Context: an optimization exercise on an open-source flow, tuned for small area and a short achievable clock period. The choices shown serve that exercise and are no tape-out recipe. Function was not checked in any run shown here: the RTL went through the layout flow alone. No activity file was given, so power comes from the tool's default toggle rates.

==> flow/design.v (outline; a module is shown in full before it is edited, if it fits) <==
// module rdy_gate: 3 lines
// module perceptron_ctrl: 31 lines
// module perceptron_dp: 1107 lines
// module booth_enc: 9 lines
// module oai22m: 3 lines
// module nor2m: 3 lines
// module xor2m: 3 lines
// module xnor2m: 3 lines
// module maj3m: 3 lines
// module fa: 4 lines
// module or2m: 3 lines
// module ha: 4 lines
// module perceptron_top: 44 lines
module perceptron_top #(
    parameter WIDTH = 16
  ) (
    input clk,
    input reset,
    input      val_i,
    output     rdy_o,
    output     val_o,
    input      rdy_i,
    input  [1:0] W1W0b_en_i,
    input        b_i,
    input        W0_i,
    input        W1_i,
    input signed [WIDTH-1:0] X0_i,
    input signed [WIDTH-1:0] X1_i,
    output     Y_o
);
  // ...
==> flow/run.sh <==
#!/bin/bash
# synth_recipe.tcl (not shown) runs the flow's synth.tcl, then flattens the netlist and writes it again
# the make line also repeats each setting of config.mk as NAME=value (left out here)
make -C /OpenROAD-flow-scripts/flow DESIGN_CONFIG=/design/flow/config.mk WORK_HOME=/design/flow/orfs CLKGATE_MAP_FILE= SYNTH_SCRIPT=/design/flow/synth_recipe.tcl finish
==> flow/config.mk <==
export PLATFORM = sky130hd
export DESIGN_NAME = perceptron_top
export DESIGN_NICKNAME = perceptron_top
export VERILOG_FILES = /design/flow/design.v
export SDC_FILE = /design/flow/constraint.sdc
export NUM_CORES = 4
export LEC_CHECK = 0
export CAP_MARGIN = 20
export CORE_MARGIN = 2
export CORE_UTILIZATION = 40
export SETUP_SLACK_MARGIN = 4.5
export SLEW_MARGIN = 20
export SYNTH_HIERARCHICAL = 1
export SYNTH_MINIMUM_KEEP_SIZE = 0
==> flow/constraint.sdc <==
create_clock -name core_clock -period 9.0 [get_ports {clk}]
set_input_delay 1.8000 -clock core_clock [delete_from_list [all_inputs] [get_ports {clk}]]
set_output_delay 1.8000 -clock core_clock [all_outputs]
set_load 0.01 [all_outputs]
==> flow_summary.json, run 1 <==
{
  "status": "timing/DRC/antenna clean",
  "p_leak_uw": 0.007421,
  "p_int_uw": 1195,
  "multi_input_area_share_pct": 62.42,
  "regArea_mm2": 0.003226,
  "drcViolationCount": 0,
  "sequentialPower_uw": 627,
  "clock_area_share_pct": 3.357,
  "worst_path_most_repeated_cell": "fa_1",
  "p_clk_share_pct": 46.1,
  "grt_util_met1_pct": 34.66,
  "cts_setup_buffers": 152,
  "drv_slew": 0,
  "fin_crit_ns": 4.580,
  "regToRegEndpoint": "dp.cs[18]$_DFFE_PP_",
  "n_tap_cell": 461,
  "synth_edf_count": 71,
  "power.switching_uw": 488.0,
  "track_usage_pct": 26.17,
  "rr_startpoint": "dp.w0[3]$_SDFFE_PP0N_",
  "met2_usage_pct": 41.90,
  "ys_seq_area_share_pct": 21.69,
  "placedCellCount": 1852,
  "syn_area_mm2": 0.01444,
  "synth_top_cell_by_area": "fa_1",
  "die_h_um": 194.0,
  "grt_max_degree": 53,
  "cts_root_buf": "clkbuf_16",
  "drive_gt1_share_pct": 27.72,
  "io_buffer_count": 43,
  "buf_share_pct": 12.67,
  "endpoint": "dp.cs[18]$_DFFE_PP_",
  "pre_cts_ws_ns": 3.783,
  "fin_setup_tns_ns": 0,
  "hold_depth": 2,
  "critical_path_buf_inv_count": 1,
  "arrival_ns": 4.77,
  "ys_async_sr_fraction_pct": 0,
  "grt_overflow": 0,
  "rrSetupSlack_ns": 4.42
}
==> run 2: changes to the inputs <==
--- a/flow/config.mk
+++ b/flow/config.mk
@@ -9,5 +9,5 @@
 export CORE_MARGIN = 2
 export CORE_UTILIZATION = 40
-export SETUP_SLACK_MARGIN = 4.5
+export SETUP_SLACK_MARGIN = 3.5
 export SLEW_MARGIN = 20
 export SYNTH_HIERARCHICAL = 1
==> run 2 against run 1 <==
Against the previous run:
- utilization shrank 7.8 points
- maximum frequency shrank 14%
- combinational power shrank 11%
- synthesized area is the same
- sequential power is essentially flat
- wire length shrank 9.5%
- clock-buffer cell count shrank 1
- non-clock buffer count shrank 155
==> flow_summary.json, run 2 <==
{
  "cts_hold_buf": 0,
  "cts-buffers-inserted": 17,
  "cts_resized": 0,
  "n_antenna_cell": 0,
  "antenna_found_initial": 1,
  "die_h_um": 194.0,
  "cts_tree": "yes",
  "fin_area_mm2": 0.01640,
  "grt_first_pass_wirelength_mm": 69.32,
  "grt_overflow": 0,
  "regToRegEndpoint": "dp.cs[22]$_DFFE_PP_",
  "grt_setup_unrepaired": "false",
  "placedCellCount": 1875,
  "final_cells": 1907,
  "drtIter0Drc": 1377,
  "fin_setup_tns_ns": 0,
  "min_path_type": "flip-flop to flip-flop",
  "top_register": "dp.cs",
  "cp_max_fo": 15,
  "chipWidth_um": 194.0,
  "core_mm2": 0.03557,
  "holdPathEnd": "dp.b[15]$_SDFFE_PP0N_",
  "io_pins": 44,
  "cp-start-kind": "flip-flop",
  "ys_ff_latch": 121,
  "cp.required_ns": 9.17,
  "syn_area_per_cell_um2": 10.77,
  "synth_top_cell_by_area": "fa_1",
  "arrival_ns": 5.50,
  "cts_max_level": 4,
  "drtAntennaViolNets": 0,
  "drcViolationCount": 0,
  "routedWlPerCell_um": 23.32,
  "status": "timing/DRC/antenna clean",
  "rr_startpoint": "dp.w1[7]$_SDFFE_PP0N_",
  "p_per_area_mw_per_mm2": 99.73,
  "rrSetupSlack_ns": 3.67,
  "drv_slew": 0,
  "drt_pass1_iterations": 5,
  "synth_ff_type": "edfxtp_1",
  "hold_depth": 2,
  "r2r_cells": 11,
  "worstSetupPathType": "flip-flop to flip-flop",
  "wl_met3_mm": 3.916,
  "clk_pin_slew_worst_paths_ns": 0.06,
  "end_kind": "flip-flop",
  "skew_ns": 0.01350,
  "wl_met2_mm": 20.58,
  "cts_setup_buffers": 0,
  "yosys.area.top_type_share_pct": 33.26,
  "largest_reg_flops": 39,
  "num-nets-final": 1737,
  "slew_headroom_pct": 30.02,
  "worstSkewPairLatency_ns": 0.44,
  "finalCritPeriodShare_pct": 59.18,
  "yosysWarnings": 8,
  "via_count": 11410,
  "clock-sinks": 121,
  "final_common_cell": "xnor2_1",
  "dp_hpwl_mm": 32.27,
  "wl_met1_mm": 18.92,
  "synthTopCellsByCount": "xnor2_1 (281), o22ai_1 (247), fa_1 (240)",
  "dieArea_mm2": 0.03765,
  "place_congestion": 0.9436,
  "pre_cts_ws_ns": 3.778,
  "tightestPinTransition_ns": 1.049,
  "hold_viol": 0,
  "setup_viol": 0,
  "synth_edf_count": 71,
  "layout_common_cells": "xnor2_1 (276), o22ai_1 (247), fa_1 (240)",
  "grt_pass1_vias": 11450,
  "synthTopCellsByArea": "fa_1 (33%), xnor2_1 (17%), edfxtp_1 (15%), o22ai_1 (11%), dfxtp_1 (6.9%)",
  "max_cap_violations": 0,
  "top_layer": "met5",
  "hp-start": "dp.b[15]$_SDFFE_PP0N_",
  "timing.fmax_mhz": 187.7,
  "fillers": 3359,
  "fin_crit_ns": 5.326,
  "start_util_pct": 40.61,
  "ys_seq_area_share_pct": 21.69,
  "cts_root_buf": "clkbuf_16",
  "synthCells": 1341,
  "ir_drop_v": 0.0001089,
  "track_usage_pct": 23.98,
  "setup_slack_ns": 3.674,
  "syn_area_mm2": 0.01444,
  "drt-total-wl_mm": 44.48,
  "io_buffer_count": 43,
  "ys_async_sr_fraction_pct": 0,
  "num_rows": 69,
  "drive_gt1_share_pct": 6.293,
  "vias_per_cell": 5.983,
  "yosysMostFrequentCell": "xnor2_1",
  "grt_max_degree": 53,
  "syn2layout_area_growth_pct": 13.55,
  "yosysUniqueCellTypes": 44,
  "place_area_mm2": 0.01577,
  "cts_buffer_depth": 2,
  "p_leak_uw": 0.006427
}
-- run 2: cell counts after synthesis --
No cell type changed its count.
-- run 2: Yosys stat by module, one instance, submodules excluded, a selection --
module / flip-flops and latches / copies in the design
perceptron_dp: 119 / 1
perceptron_ctrl: 2 / 1
xnor2m: 0 / 265
or2m: 0 / 9
ha: 0 / 23
nor2m: 0 / 32
booth_enc: 0 / 16
oai22m: 0 / 240
rdy_gate: 0 / 2
xor2m: 0 / 16
fa: 0 / 240
-- run 2: power by group --
group | internal, uW | switching [uW]
clock | 447 | 310
sequential | 615 | 14.8
combinational | 100 | 149
total | 1160 | 473
-- run 2: kinds of logic (layout without fill, tap and decap cells) --
group	after synthesis	count (layout)	synth area share, %
xor+xnor	297	297	18.01
other cells	1	8	0.02596
simple gates	218	218	6.939
compound gates	367	367	15.89
mux	1	1	0.06930
fa+ha+maj	267	267	35.54
flops	121	121	21.69
buf+inv	69	167	1.836
-- run 2: area by class of cell --
class	instances	area [um2]	share of cell area [%]
repair buffers	82	718.2	4.379
inverters	53	198.9	1.213
flip-flops and latches	121	3133	19.10
clock buffers	17	425.4	2.594
well taps	461	576.8	3.517
clock inverters	15	201.4	1.228
multi-input cells	1158	11150	67.97
-- run 2: worst max-delay path by stage --
stage / to / start / depth (start not counted)
6_report: dp.cs[22]$_DFFE_PP_ / dp.w1[7]$_SDFFE_PP0N_ / 11
5_1_grt: dp.cs[22]$_DFFE_PP_ / dp.w1[7]$_SDFFE_PP0N_ / 11
4_1_cts: dp.cs[22]$_DFFE_PP_ / dp.w1[7]$_SDFFE_PP0N_ / 11
3_5_place_dp: rdy_o / W1W0b_en_i[0] / 3
3_3_place_gp: rdy_o / W1W0b_en_i[0] / 3
2_1_floorplan: dp.cs[22]$_DFFE_PP_ / dp.w0[13]$_SDFFE_PP0N_ / 11
-- run 2: routing by layer --
layer	GRT usage [%]	vias up
met5	0	-
met4	7.323	2
met3	4.731	71
met2	37.46	571
met1	33.75	5799
li1	-	4966
-- run 2: stage by stage --
step	hold slack (ns)	power [uW]	util (%)
5_1_grt	0.5241	1699	46.11
3_5_place_dp	0.4885	890.3	44.34
2_1_floorplan	0.4363	797.9	-
6_report	0.4908	1636	46.11
3_3_place_gp	0.4879	883.8	44.34
4_1_cts	0.4973	1649	46.10
-- run 2: worst max-delay path: stages, from the launching register on --
cell	delay (ns)
dfxtp_1	0.54
and3b_1	0.23
a21oi_2	0.74
o22ai_1	0.22
xnor2_1	0.26
fa_1	0.48
fa_1	0.43
fa_1	0.40
fa_1	0.42
fa_1	0.46
fa_1	0.40
fa_1	0.46

-- afterwards: timing with drivers on the ports --
The results above use ideal ports. As a check the final layouts listed here were re-extracted and re-timed, cells and wires unchanged. Step 1 assumes that a clkbuf_16 drives the clock port and a buf_2 every other input. Step 2 adds t to the input delays and takes it off the output delays; t is the mean of the earliest and latest rising clock arrival at the registers after step 1. Input paths then give back, and output paths get back, about the clock's delay inside the block. Slacks: ideal / step 1 / step 2; pairs: ideal / step 1.
run	t, ns	setup slack, ns	worst setup path after step 2	worst data-port slew with drivers (ns)	pins driven straight from the clock port
run 1	0.487	4.420 / 4.420 / 4.420	register to register	0.04	1
run 2	0.486	3.674 / 3.674 / 3.674	register to register	0.04	1
After both steps every run listed still meets setup and hold.
